This design comes from an exercise in tuning for small area, a short achievable clock period and few clock cycles on the open sky130 flow, not from production work. The RTL was checked by simulation tests, not by an equivalence proof against the original design. Power and IR drop assume default switching activity.

==> module axi4_lite_slave, before the edit <==
module axi4_lite_slave #(
    parameter int unsigned ADDR_WIDTH = 32,
    parameter int unsigned DATA_WIDTH = 32
)(
    input  logic                  aclk,
    input  logic                  aresetn,         
    input  logic [ADDR_WIDTH-1:0] awaddr,
    input  logic                  awvalid,
    output logic                  awready,
    input  logic [DATA_WIDTH-1:0] wdata,
    input  logic [3:0]            wstrb,
    input  logic                  wvalid,
    output logic                  wready,
    output logic [1:0]            bresp,
    output logic                  bvalid,
    input  logic                  bready,
    input  logic [ADDR_WIDTH-1:0] araddr,
    input  logic                  arvalid,
    output logic                  arready,
    output logic [DATA_WIDTH-1:0] rdata,
    output logic [1:0]            rresp,
    output logic                  rvalid,
    input  logic                  rready
);
    localparam int unsigned NUM_REGS = 16;
    function automatic logic addr_ok(input logic [ADDR_WIDTH-1:0] a);
        addr_ok = (a[1:0] == 2'b00) && (a[ADDR_WIDTH-1:6] == '0);
    endfunction
    logic [DATA_WIDTH-1:0] reg_file [0:NUM_REGS-1];
    logic                  aw_v, w_v;
    logic [3:0]            aw_idx;
    logic                  aw_ok;
    logic [DATA_WIDTH-1:0] w_data;
    logic [3:0]            w_strb;
    logic                  awready_r, wready_r;
    logic [1:0]            bcnt;           
    logic                  bq0_err, bq1_err;
    logic                  bvalid_r;
    logic aw_hs, w_hs, pair, aw_v_n, w_v_n, push, push_err, pop;
    logic [1:0] brem, bcnt_n;
    assign aw_hs    = awvalid & awready_r;
    assign w_hs     = wvalid & wready_r;
    assign pair     = aw_v & w_v;              
    assign aw_v_n   = aw_hs | (aw_v & ~pair);
    assign w_v_n    = w_hs  | (w_v  & ~pair);
    assign push     = aw_v_n & w_v_n;          
    assign push_err = aw_hs ? ~addr_ok(awaddr) : ~aw_ok;
    assign pop      = bvalid_r & bready;
    assign brem     = bcnt - {1'b0, pop};
    assign bcnt_n   = brem + {1'b0, push};
    assign awready = awready_r;
    assign wready  = wready_r;
    assign bvalid  = bvalid_r;
    assign bresp   = {bq0_err, 1'b0};
    always_ff @(posedge aclk) begin
        if (aw_hs) begin
            aw_idx <= awaddr[5:2];
            aw_ok  <= addr_ok(awaddr);
        end
        if (w_hs) begin
            w_data <= wdata;
            w_strb <= wstrb;
        end
        if (brem == 2'd0)     bq0_err <= push_err;
        else if (pop)         bq0_err <= bq1_err;
        if (brem == 2'd1)     bq1_err <= push_err;
    end
    always_ff @(posedge aclk) begin
        if (!aresetn) begin
            aw_v      <= 1'b0;
            w_v       <= 1'b0;
            bcnt      <= 2'd0;
            bvalid_r  <= 1'b0;
            awready_r <= 1'b1;
            wready_r  <= 1'b1;
        end else begin
            aw_v      <= aw_v_n;
            w_v       <= w_v_n;
            bcnt      <= bcnt_n;
            bvalid_r  <= (bcnt_n != 2'd0);
            awready_r <= ~(aw_v_n & ~w_v_n) & ~bcnt_n[1];
            wready_r  <= ~(w_v_n & ~aw_v_n) & ~bcnt_n[1];
        end
    end
    logic [DATA_WIDTH-1:0] wr_d;
    assign wr_d = w_data & {DATA_WIDTH{aresetn}};
    always_ff @(posedge aclk) begin
        for (int i = 0; i < NUM_REGS; i++)
            for (int b = 0; b < 4; b++)
                if (!aresetn || (pair && aw_ok && aw_idx == 4'(i) && w_strb[b]))
                    reg_file[i][8*b +: 8] <= wr_d[8*b +: 8];
    end
    logic       arready_r;
    logic [1:0] rcnt;                  
    logic [3:0] rq0_idx, rq1_idx;
    logic       rq0_ok, rq1_ok;
    logic       rvalid_r;
    logic [DATA_WIDTH-1:0] rdata_r;
    logic       rerr_r;
    logic ar_hs, adv;
    logic [1:0] rrem, rcnt_n;
    logic [3:0] ar_idx;
    logic       ar_ok;
    assign ar_hs  = arvalid & arready_r;
    assign ar_idx = araddr[5:2];
    assign ar_ok  = addr_ok(araddr);
    assign adv    = (rcnt != 2'd0) & (~rvalid_r | rready);    
    assign rrem   = rcnt - {1'b0, adv};
    assign rcnt_n = rrem + {1'b0, ar_hs};
    assign arready = arready_r;
    assign rvalid  = rvalid_r;
    assign rdata   = rdata_r;
    assign rresp   = {rerr_r, 1'b0};
    always_ff @(posedge aclk) begin
        if (rrem == 2'd0) begin
            rq0_idx <= ar_idx;
            rq0_ok  <= ar_ok;
        end else if (adv) begin
            rq0_idx <= rq1_idx;
            rq0_ok  <= rq1_ok;
        end
        if (rrem == 2'd1) begin
            rq1_idx <= ar_idx;
            rq1_ok  <= ar_ok;
        end
        if (adv) begin
            rdata_r <= rq0_ok ? reg_file[rq0_idx] : '0;
            rerr_r  <= ~rq0_ok;
        end
    end
    always_ff @(posedge aclk) begin
        if (!aresetn) begin
            rcnt      <= 2'd0;
            rvalid_r  <= 1'b0;
            arready_r <= 1'b1;
        end else begin
            rcnt      <= rcnt_n;
            rvalid_r  <= adv | (rvalid_r & ~rready);
            arready_r <= ~rcnt_n[1];
        end
    end
endmodule
Settings: LEC_CHECK=0, CAP_MARGIN=20, CORE_MARGIN=2, CORE_UTILIZATION=40, SLEW_MARGIN=20; clock period 4.0 ns.
run.sh (not shown) runs the stock make flow with config.mk's settings and CLKGATE_MAP_FILE= SYNTH_SCRIPT=/design/flow/synth_recipe.tcl, a recipe that flattens the netlist after the stock synthesis.
Testbench counts at the start, summed over its fixed seeds: cycles 3,735.
==> next run, changes <==
--- a/flow/design.v
+++ b/flow/design.v
@@ -93,6 +93,8 @@
     logic       arready_r;
     logic [1:0] rcnt;                  
-    logic [3:0] rq0_idx, rq1_idx;
-    logic       rq0_ok, rq1_ok;
+    logic [NUM_REGS-1:0] rq0_sel;      
+    logic       rq0_err;
+    logic [3:0] rq1_idx;
+    logic       rq1_ok;
     logic       rvalid_r;
     logic [DATA_WIDTH-1:0] rdata_r;
@@ -102,4 +104,6 @@
     logic [3:0] ar_idx;
     logic       ar_ok;
+    logic [NUM_REGS-1:0] ar_sel, rq1_sel;
+    logic [DATA_WIDTH-1:0] rd_mux;
     assign ar_hs  = arvalid & arready_r;
     assign ar_idx = araddr[5:2];
@@ -108,4 +112,13 @@
     assign rrem   = rcnt - {1'b0, adv};
     assign rcnt_n = rrem + {1'b0, ar_hs};
+    always_comb begin
+        for (int i = 0; i < NUM_REGS; i++) begin
+            ar_sel[i]  = ar_ok  && (ar_idx  == 4'(i));
+            rq1_sel[i] = rq1_ok && (rq1_idx == 4'(i));
+        end
+        rd_mux = '0;
+        for (int i = 0; i < NUM_REGS; i++)
+            rd_mux = rd_mux | (reg_file[i] & {DATA_WIDTH{rq0_sel[i]}});
+    end
     assign arready = arready_r;
     assign rvalid  = rvalid_r;
@@ -114,9 +127,9 @@
     always_ff @(posedge aclk) begin
         if (rrem == 2'd0) begin
-            rq0_idx <= ar_idx;
-            rq0_ok  <= ar_ok;
+            rq0_sel <= ar_sel;
+            rq0_err <= ~ar_ok;
         end else if (adv) begin
-            rq0_idx <= rq1_idx;
-            rq0_ok  <= rq1_ok;
+            rq0_sel <= rq1_sel;
+            rq0_err <= ~rq1_ok;
         end
         if (rrem == 2'd1) begin
@@ -125,6 +138,6 @@
         end
         if (adv) begin
-            rdata_r <= rq0_ok ? reg_file[rq0_idx] : '0;
-            rerr_r  <= ~rq0_ok;
+            rdata_r <= rd_mux;
+            rerr_r  <= rq0_err;
         end
     end
=>
- clock skew fell by 8.0 ps
- synthesized area fell by 6.4%
- power fell by 13%
- cell count fell by 11%
- global-route usage fell by 3.0 points
- non-clock buffer count fell by 16
- worst setup slack gets better by 410 ps
- die area fell by 6.3%
Testbench counts after the change, summed over its fixed seeds: cycles 3,735.

re-timing with driven ports:
No port has a modelled driver above. Below, the same layouts with a new extraction and two added sets of constraints. Step 1 (the two cells are an assumption about what drives the block):
set clk [get_ports {aclk}]
set_driving_cell -lib_cell sky130_fd_sc_hd__clkbuf_16 $clk
set_driving_cell -lib_cell sky130_fd_sc_hd__buf_2 [delete_from_list [all_inputs] $clk]
Step 2, shift: input delay + t, output delay - t, t = (earliest + latest rising clock arrival at the registers) / 2. This alone moves slack from input paths to output paths. a / b / c = ideal / step 1 / step 2; a / b = the first two.
run | t, ns | setup WS [ns] | worst setup path after step 2 | pins driven straight from the clock port
the first run | 0.663 | 1.010 / 1.010 / 1.010 | register to register | 1
the second run | 0.659 | 1.419 / 1.419 / 0.853 | input to register | 1
After both steps setup and hold are still met in every run listed. For the second run, which loses most, drivers alone change the setup slack by 0.000 ns; drivers and shift together by -0.566 ns.
